What follows belongs to an exercise in optimizing a design on an open flow for small area and a short achievable clock period; a production flow would make more cautious choices.
RTL that was checked went through simulation tests only; none was proved equivalent to the original.
Power is estimated from default activity; no workload was simulated.

==> inputs of run E <==
==> flow/design.v <==
module vga_unit(
   Hsync, Vsync, vgaRed, vgaGreen, vgaBlue,
   clk, rst_b, vg__data, vg__addr, vg__write
   );
   output reg           Hsync;
   output reg           Vsync;
   output [1:3]         vgaRed;
   output [1:3]         vgaGreen;
   output [2:3]         vgaBlue;
   input                clk;
   input                rst_b;
   input [31:0]         vg__data;
   input [6:0]          vg__addr;
   input                vg__write;
   reg [10:0] h;
   reg [9:0]  v;
   reg        blank;             
   wire       h_end = (h == 11'd1039);
   wire       v_end = (v == 10'd665);
   wire [10:0] h_nx = h_end ? 11'd0 : h + 11'd1;
   wire [9:0]  v_nx = h_end ? (v_end ? 10'd0 : v + 10'd1) : v;
   wire        blank_nx = (h_nx >= 11'd800) || (v_nx >= 10'd600);
   always @(posedge clk or negedge rst_b) begin
      if (!rst_b) begin
         h <= 11'd0;
         v <= 10'd0;
         blank <= 1'b0;
         Hsync <= 1'b0;
         Vsync <= 1'b0;
      end else begin
         h <= h_nx;
         v <= v_nx;
         blank <= blank_nx;
         Hsync <= (h >= 11'd856) && (h < 11'd976);
         Vsync <= (v >= 10'd637) && (v < 10'd643);
      end
   end
   reg [9:0] x1 [0:63];
   reg [9:0] y1 [0:63];
   reg [9:0] x2 [0:63];
   reg [9:0] y2 [0:63];
   reg [7:0] col [0:63];
   reg       en [0:63];
   wire [9:0] px = h[9:0];
   wire [9:0] py = v;
   function le10(input [9:0] a, input [9:0] b);
      integer j;
      reg r;
      begin
         r = 1'b1;
         for (j = 0; j < 10; j = j + 1)
           r = (a[j] ^ b[j]) ? b[j] : r;
         le10 = r;
      end
   endfunction
   reg [7:0] newcol;
   integer k;
   always @(*) begin
      newcol = 8'd0;
      for (k = 0; k < 64; k = k + 1)
        if (en[k] && le10(x1[k], px) && le10(px, x2[k]) && le10(y1[k], py) && le10(py, y2[k]))
          newcol = newcol | col[k];
   end
   genvar i;
   generate
      for (i = 0; i < 64; i = i + 1) begin : rect
         always @(posedge clk or negedge rst_b) begin
            if (!rst_b) begin
               en[i] <= 1'b0;
            end else if (vg__write && vg__addr[6:1] == i && !vg__addr[0]) begin
               en[i] <= vg__data[28];
            end
         end
         always @(posedge clk) begin
            if (vg__write && vg__addr[6:1] == i) begin
               if (!vg__addr[0]) begin
                  x1[i]  <= vg__data[9:0];
                  y1[i]  <= vg__data[19:10];
                  col[i] <= vg__data[27:20];
               end else begin
                  x2[i] <= vg__data[9:0];
                  y2[i] <= vg__data[19:10];
               end
            end
         end
      end
   endgenerate
   reg [7:0] held;
   reg [7:0] rgb;
   always @(posedge clk or negedge rst_b) begin
      if (!rst_b) begin
         held <= 8'd0;
         rgb <= 8'd0;
      end else begin
         if (!blank)
           held <= newcol;
         rgb <= blank_nx ? 8'd0 : (blank ? held : newcol);
      end
   end
   assign {vgaRed, vgaGreen, vgaBlue} = rgb;
endmodule
==> flow/run.sh <==
#!/bin/bash
# synth_recipe.tcl (not shown) runs the flow's synth.tcl, then flattens the netlist and writes it again
# the make line also repeats each setting of config.mk as NAME=value (left out here)
make -C /OpenROAD-flow-scripts/flow DESIGN_CONFIG=/design/flow/config.mk WORK_HOME=/design/flow/orfs CLKGATE_MAP_FILE= SYNTH_SCRIPT=/design/flow/synth_recipe.tcl finish
==> flow/config.mk <==
export PLATFORM = sky130hd
export DESIGN_NAME = vga_unit
export DESIGN_NICKNAME = vga_unit
export VERILOG_FILES = /design/flow/design.v
export SDC_FILE = /design/flow/constraint.sdc
export NUM_CORES = 4
export LEC_CHECK = 0
export CAP_MARGIN = 20
export CORE_MARGIN = 2
export CORE_UTILIZATION = 45
export PLACE_DENSITY = 0.6
export SLEW_MARGIN = 20
==> flow/constraint.sdc <==
create_clock -name core_clock -period 7.0 [get_ports {clk}]
set_input_delay 1.4000 -clock core_clock [delete_from_list [all_inputs] [get_ports {clk}]]
set_output_delay 1.4000 -clock core_clock [all_outputs]
set_load 0.01 [all_outputs]
==> inputs of run Z, as changes to run E <==
==> flow/design.v (replaced) <==
module vga_unit(
   Hsync, Vsync, vgaRed, vgaGreen, vgaBlue,
   clk, rst_b, vg__data, vg__addr, vg__write
   );
   output reg           Hsync;
   output reg           Vsync;
   output [1:3]         vgaRed;
   output [1:3]         vgaGreen;
   output [2:3]         vgaBlue;
   input                clk;
   input                rst_b;
   input [31:0]         vg__data;
   input [6:0]          vg__addr;
   input                vg__write;
   function le10(input [9:0] a, input [9:0] b);
      integer j;
      reg r;
      begin
         r = 1'b1;
         for (j = 0; j < 10; j = j + 1)
           r = (a[j] ^ b[j]) ? b[j] : r;
         le10 = r;
      end
   endfunction
   reg [10:0] hn;
   reg [9:0]  vn;
   reg        blank;             
   wire       hn_end = (hn == 11'd1039);
   wire       vn_end = (vn == 10'd665);
   wire [10:0] hn_nx = hn_end ? 11'd0 : hn + 11'd1;
   wire [9:0]  vn_nx = hn_end ? (vn_end ? 10'd0 : vn + 10'd1) : vn;
   wire       blank_nx = (hn >= 11'd800) || (vn >= 10'd600);
   reg [9:0]  pxa, pya, pxb, pyb;
   always @(posedge clk or negedge rst_b) begin
      if (!rst_b) begin
         hn <= 11'd1;
         vn <= 10'd0;
         pxa <= 10'd1;
         pya <= 10'd0;
         pxb <= ~10'd1;
         pyb <= ~10'd0;
         blank <= 1'b0;
         Hsync <= 1'b0;
         Vsync <= 1'b0;
      end else begin
         hn <= hn_nx;
         vn <= vn_nx;
         pxa <= hn_nx[9:0];
         pya <= vn_nx;
         pxb <= ~hn_nx[9:0];
         pyb <= ~vn_nx;
         blank <= blank_nx;
         Hsync <= (hn >= 11'd857) && (hn < 11'd977);
         Vsync <= (hn == 11'd0) ? ((vn >= 10'd638) && (vn < 10'd644))
                                : ((vn >= 10'd637) && (vn < 10'd643));
      end
   end
   wire [9:0] dx = vg__data[9:0];
   wire [9:0] dy = vg__data[19:10];
   wire       gge = le10(dx, pxa) && le10(dy, pya);
   wire       gle = le10(pxa, dx) && le10(pya, dy);
   reg [9:0] x1 [0:63];
   reg [9:0] y1 [0:63];
   reg [9:0] x2 [0:63];
   reg [9:0] y2 [0:63];
   reg [7:0] col [0:63];
   reg       en [0:63];
   reg       f1 [0:63];          
   reg       f2 [0:63];          
   genvar i;
   generate
      for (i = 0; i < 64; i = i + 1) begin : rect
         wire w1 = vg__write && vg__addr[6:1] == i && !vg__addr[0];
         wire w2 = vg__write && vg__addr[6:1] == i && vg__addr[0];
         wire [9:0] qx = (i % 2 == 0) ? pxa : ~pxb;
         wire [9:0] qy = (i % 2 == 0) ? pya : ~pyb;
         always @(posedge clk or negedge rst_b) begin
            if (!rst_b)
              en[i] <= 1'b0;
            else if (w1)
              en[i] <= vg__data[28];
         end
         always @(posedge clk) begin
            if (w1) begin
               x1[i]  <= dx;
               y1[i]  <= dy;
               col[i] <= vg__data[27:20];
            end
            if (w2) begin
               x2[i] <= dx;
               y2[i] <= dy;
            end
            f1[i] <= w1 ? gge : (le10(x1[i], qx) && le10(y1[i], qy));
            f2[i] <= w2 ? gle : (le10(qx, x2[i]) && le10(qy, y2[i]));
         end
      end
   endgenerate
   reg [7:0] newcol;
   integer k;
   always @(*) begin
      newcol = 8'd0;
      for (k = 0; k < 64; k = k + 1)
        if (en[k] && f1[k] && f2[k])
          newcol = newcol | col[k];
   end
   reg [7:0] held;
   reg [7:0] rgb;
   always @(posedge clk or negedge rst_b) begin
      if (!rst_b) begin
         held <= 8'd0;
         rgb <= 8'd0;
      end else begin
         if (!blank)
           held <= newcol;
         rgb <= blank_nx ? 8'd0 : (blank ? held : newcol);
      end
   end
   assign {vgaRed, vgaGreen, vgaBlue} = rgb;
endmodule
Settings changed: CORE_UTILIZATION 45 to 55, CTS_CLUSTER_DIAMETER from default to 100, CTS_CLUSTER_SIZE from default to 25, PLACE_DENSITY 0.6 to 0.7, SETUP_SLACK_MARGIN from default to 4.5.
==> inputs of run X, as changes to run E <==
--- a/flow/design.v
+++ b/flow/design.v
@@ -13,35 +13,4 @@
    input [6:0]          vg__addr;
    input                vg__write;
-   reg [10:0] h;
-   reg [9:0]  v;
-   reg        blank;             
-   wire       h_end = (h == 11'd1039);
-   wire       v_end = (v == 10'd665);
-   wire [10:0] h_nx = h_end ? 11'd0 : h + 11'd1;
-   wire [9:0]  v_nx = h_end ? (v_end ? 10'd0 : v + 10'd1) : v;
-   wire        blank_nx = (h_nx >= 11'd800) || (v_nx >= 10'd600);
-   always @(posedge clk or negedge rst_b) begin
-      if (!rst_b) begin
-         h <= 11'd0;
-         v <= 10'd0;
-         blank <= 1'b0;
-         Hsync <= 1'b0;
-         Vsync <= 1'b0;
-      end else begin
-         h <= h_nx;
-         v <= v_nx;
-         blank <= blank_nx;
-         Hsync <= (h >= 11'd856) && (h < 11'd976);
-         Vsync <= (v >= 10'd637) && (v < 10'd643);
-      end
-   end
-   reg [9:0] x1 [0:63];
-   reg [9:0] y1 [0:63];
-   reg [9:0] x2 [0:63];
-   reg [9:0] y2 [0:63];
-   reg [7:0] col [0:63];
-   reg       en [0:63];
-   wire [9:0] px = h[9:0];
-   wire [9:0] py = v;
    function le10(input [9:0] a, input [9:0] b);
       integer j;
@@ -54,11 +23,53 @@
       end
    endfunction
-   reg [7:0] newcol;
-   integer k;
-   always @(*) begin
-      newcol = 8'd0;
-      for (k = 0; k < 64; k = k + 1)
-        if (en[k] && le10(x1[k], px) && le10(px, x2[k]) && le10(y1[k], py) && le10(py, y2[k]))
-          newcol = newcol | col[k];
+   reg [10:0] hn;
+   reg [9:0]  vn;
+   reg        blank;             
+   wire       hn_end = (hn == 11'd1039);
+   wire       vn_end = (vn == 10'd665);
+   wire       blank_nx = (hn >= 11'd800) || (vn >= 10'd600);
+   always @(posedge clk or negedge rst_b) begin
+      if (!rst_b) begin
+         hn <= 11'd1;
+         vn <= 10'd0;
+         blank <= 1'b0;
+         Hsync <= 1'b0;
+         Vsync <= 1'b0;
+      end else begin
+         hn <= hn_end ? 11'd0 : hn + 11'd1;
+         if (hn_end)
+           vn <= vn_end ? 10'd0 : vn + 10'd1;
+         blank <= blank_nx;
+         Hsync <= (hn >= 11'd857) && (hn < 11'd977);
+         Vsync <= (hn == 11'd0) ? ((vn >= 10'd638) && (vn < 10'd644))
+                                : ((vn >= 10'd637) && (vn < 10'd643));
+      end
+   end
+   wire [9:0] pxn = hn[9:0];
+   wire [9:0] pyn = vn;
+   reg [9:0] x1 [0:63];
+   reg [9:0] y1 [0:63];
+   reg [9:0] x2 [0:63];
+   reg [9:0] y2 [0:63];
+   reg [7:0] col [0:63];
+   reg       en [0:63];
+   reg       f1 [0:63];          
+   reg       f2 [0:63];          
+   reg       wr_r;
+   reg [5:0] idx_r;
+   reg       half_r;
+   reg       gge;                
+   reg       gle;                
+   always @(posedge clk or negedge rst_b) begin
+      if (!rst_b)
+        wr_r <= 1'b0;
+      else
+        wr_r <= vg__write;
+   end
+   always @(posedge clk) begin
+      idx_r <= vg__addr[6:1];
+      half_r <= vg__addr[0];
+      gge <= le10(vg__data[9:0], pxn) && le10(vg__data[19:10], pyn);
+      gle <= le10(pxn, vg__data[9:0]) && le10(pyn, vg__data[19:10]);
    end
    genvar i;
@@ -83,7 +94,22 @@
                end
             end
+            f1[i] <= le10(x1[i], pxn) && le10(y1[i], pyn);
+            f2[i] <= le10(pxn, x2[i]) && le10(pyn, y2[i]);
          end
       end
    endgenerate
+   reg [7:0] newcol;
+   reg       hit, a1, a2;
+   integer k;
+   always @(*) begin
+      newcol = 8'd0;
+      for (k = 0; k < 64; k = k + 1) begin
+         hit = wr_r && idx_r == k;
+         a1 = (hit && !half_r) ? gge : f1[k];
+         a2 = (hit && half_r) ? gle : f2[k];
+         if (en[k] && a1 && a2)
+           newcol = newcol | col[k];
+      end
+   end
    reg [7:0] held;
    reg [7:0] rgb;
Settings changed: SETUP_SLACK_MARGIN from default to 4.5.
==> inputs of run P, as changes to run E <==
==> flow/design.v (replaced) <==
module vga_unit(
   Hsync, Vsync, vgaRed, vgaGreen, vgaBlue,
   clk, rst_b, vg__data, vg__addr, vg__write
   );
   output reg           Hsync;
   output reg           Vsync;
   output [1:3]         vgaRed;
   output [1:3]         vgaGreen;
   output [2:3]         vgaBlue;
   input                clk;
   input                rst_b;
   input [31:0]         vg__data;
   input [6:0]          vg__addr;
   input                vg__write;
   function le10(input [9:0] a, input [9:0] b);
      integer j;
      reg r;
      begin
         r = 1'b1;
         for (j = 0; j < 10; j = j + 1)
           r = (a[j] ^ b[j]) ? b[j] : r;
         le10 = r;
      end
   endfunction
   reg [10:0] hn;
   reg [9:0]  vn;
   reg        blank;             
   wire       hn_end = (hn == 11'd1039);
   wire       vn_end = (vn == 10'd665);
   wire [10:0] hn_nx = hn_end ? 11'd0 : hn + 11'd1;
   wire [9:0]  vn_nx = hn_end ? (vn_end ? 10'd0 : vn + 10'd1) : vn;
   wire       blank_nx = (hn >= 11'd800) || (vn >= 10'd600);
   reg [9:0]  pxa, pya, pxb, pyb;
   always @(posedge clk or negedge rst_b) begin
      if (!rst_b) begin
         hn <= 11'd1;
         vn <= 10'd0;
         pxa <= 10'd1;
         pya <= 10'd0;
         pxb <= ~10'd1;
         pyb <= ~10'd0;
         blank <= 1'b0;
         Hsync <= 1'b0;
         Vsync <= 1'b0;
      end else begin
         hn <= hn_nx;
         vn <= vn_nx;
         pxa <= hn_nx[9:0];
         pya <= vn_nx;
         pxb <= ~hn_nx[9:0];
         pyb <= ~vn_nx;
         blank <= blank_nx;
         Hsync <= (hn >= 11'd857) && (hn < 11'd977);
         Vsync <= (hn == 11'd0) ? ((vn >= 10'd638) && (vn < 10'd644))
                                : ((vn >= 10'd637) && (vn < 10'd643));
      end
   end
   wire [9:0] dx = vg__data[9:0];
   wire [9:0] dy = vg__data[19:10];
   wire       gge = le10(dx, pxa) && le10(dy, pya);
   wire       gle = le10(pxa, dx) && le10(pya, dy);
   reg [9:0] x1 [0:63];
   reg [9:0] y1 [0:63];
   reg [9:0] x2 [0:63];
   reg [9:0] y2 [0:63];
   reg [7:0] col [0:63];
   reg       en [0:63];
   reg       f1 [0:63];          
   reg       f2 [0:63];          
   genvar i;
   generate
      for (i = 0; i < 64; i = i + 1) begin : rect
         wire w1 = vg__write && vg__addr[6:1] == i && !vg__addr[0];
         wire w2 = vg__write && vg__addr[6:1] == i && vg__addr[0];
         wire [9:0] qx = (i % 2 == 0) ? pxa : ~pxb;
         wire [9:0] qy = (i % 2 == 0) ? pya : ~pyb;
         always @(posedge clk or negedge rst_b) begin
            if (!rst_b)
              en[i] <= 1'b0;
            else if (w1)
              en[i] <= vg__data[28];
         end
         always @(posedge clk) begin
            if (w1) begin
               x1[i]  <= dx;
               y1[i]  <= dy;
               col[i] <= vg__data[27:20];
            end
            if (w2) begin
               x2[i] <= dx;
               y2[i] <= dy;
            end
            f1[i] <= w1 ? gge : (le10(x1[i], qx) && le10(y1[i], qy));
            f2[i] <= w2 ? gle : (le10(qx, x2[i]) && le10(qy, y2[i]));
         end
      end
   endgenerate
   reg [7:0] newcol;
   integer k;
   always @(*) begin
      newcol = 8'd0;
      for (k = 0; k < 64; k = k + 1)
        if (en[k] && f1[k] && f2[k])
          newcol = newcol | col[k];
   end
   reg [7:0] held;
   reg [7:0] rgb;
   always @(posedge clk or negedge rst_b) begin
      if (!rst_b) begin
         held <= 8'd0;
         rgb <= 8'd0;
      end else begin
         if (!blank)
           held <= newcol;
         rgb <= blank_nx ? 8'd0 : (blank ? held : newcol);
      end
   end
   assign {vgaRed, vgaGreen, vgaBlue} = rgb;
endmodule
Settings changed: SETUP_SLACK_MARGIN from default to 4.5.
==> run notes <==
Result of the run: run P no timing/DRC/antenna violations; run Z no timing/DRC/antenna violations; run X no timing/DRC/antenna violations; run E no timing/DRC/antenna violations
Multiplexer area fraction after synthesis: run P 0.00753; run Z 0.00753; run X 0.00542; run E 0.00536
Cell row count: run P 204; run Z 184; run X 204; run E 203
Standby leakage power: run P 53.8 nW; run Z 51.1 nW; run X 56.7 nW; run E 49.7 nW
Hold Path Class: run P input port to async pin; run Z input port to async pin; run X input port to async pin; run E flop to flop
Floorplan die area: run P 315,000 sq um; run Z 258,000 sq um; run X 315,000 sq um; run E 312,000 sq um
Power Total: run P 42.1 mW; run Z 33.5 mW; run X 42.1 mW; run E 39.7 mW
Cell area after layout: run P 167,000 sq um; run Z 160,000 sq um; run X 178,000 sq um; run E 157,000 sq um
RSZ-0062 raised after global routing: run P yes; run Z yes; run X yes; run E no
Antenna violations before repair: run P 38; run Z 36; run X 39; run E 29
Tap cells: run P 4,120; run Z 3,348; run X 4,120; run E 4,100
Wire per inst: run P 37.0 um; run Z 38.4 um; run X 37.1 um; run E 33.6 um
Final-layout clock-cell area share: run P 0.0714; run Z 0.0282; run X 0.0655; run E 0.0701
Number of design-rule violations left by the first detailed-router iteration: run P 19,200; run Z 22,200; run X 13,800; run E 14,200
DR vias/cell: run P 7.00; run Z 7.60; run X 6.55; run E 6.62
Peak supply drop: run P 0.235 mV; run Z 0.334 mV; run X 0.212 mV; run E 0.208 mV
Internal Dissipation: run P 33.1 mW; run Z 26.2 mW; run X 33.1 mW; run E 31.3 mW
Count of multi-input gates: run P 5,912; run Z 5,922; run X 5,218; run E 5,651
Worst-case reg-to-reg path depth: run P 7; run Z 7; run X 9; run E 12
Share of the synthesized netlist area taken by xor and xnor gates: run P 0.000816; run Z 0.000816; run X 0.000940; run E 0.000949
H-tree levels: run P 5; run Z 4; run X 5; run E 5
Arithmetic-cell share of the synthesized area counting full adders, half adders and majority gates: run P 0.0184; run Z 0.0184; run X 0.0901; run E 0.0382
Synthesized net count: run P 10,100; run Z 10,100; run X 9,364; run E 9,833
Max Clk Rate: run P 335 MHz; run Z 339 MHz; run X 283 MHz; run E 178 MHz
Worst reg-to-reg setup slack: run P 4.30 ns; run Z 4.29 ns; run X 3.47 ns; run E 1.37 ns
The RTL of run E and run X was laid out without a check of its function.

-- separate check: timing with driven ports --
Ports are ideal in the flow. The routed layouts listed here were re-timed in OpenROAD. Step 1 assumes that a clkbuf_16 drives the clock port and a buf_2 every other input. Step 2 adds t to the input delays and takes it off the output delays; t is the mean of the earliest and latest rising clock arrival at the registers after step 1. Input paths then give back, and output paths get back, about the clock's delay inside the block. Three values: ideal, step 1, step 2; two values: the first two.
run	t (ns)	setup slack, ns	clock arrival spread, ns
run E	1.034	1.373 / 1.373 / 1.373	0.056 / 0.055
run Z	1.002	4.048 / 3.963 / 3.152	0.048 / 0.048
run X	1.035	3.469 / 3.469 / 2.826	0.074 / 0.074
run P	1.071	4.014 / 3.899 / 2.853	0.081 / 0.081
After both steps setup and hold are still met in every run listed. For run P, which loses most, drivers alone change the setup slack by -0.115 ns; drivers and shift together by -1.161 ns.
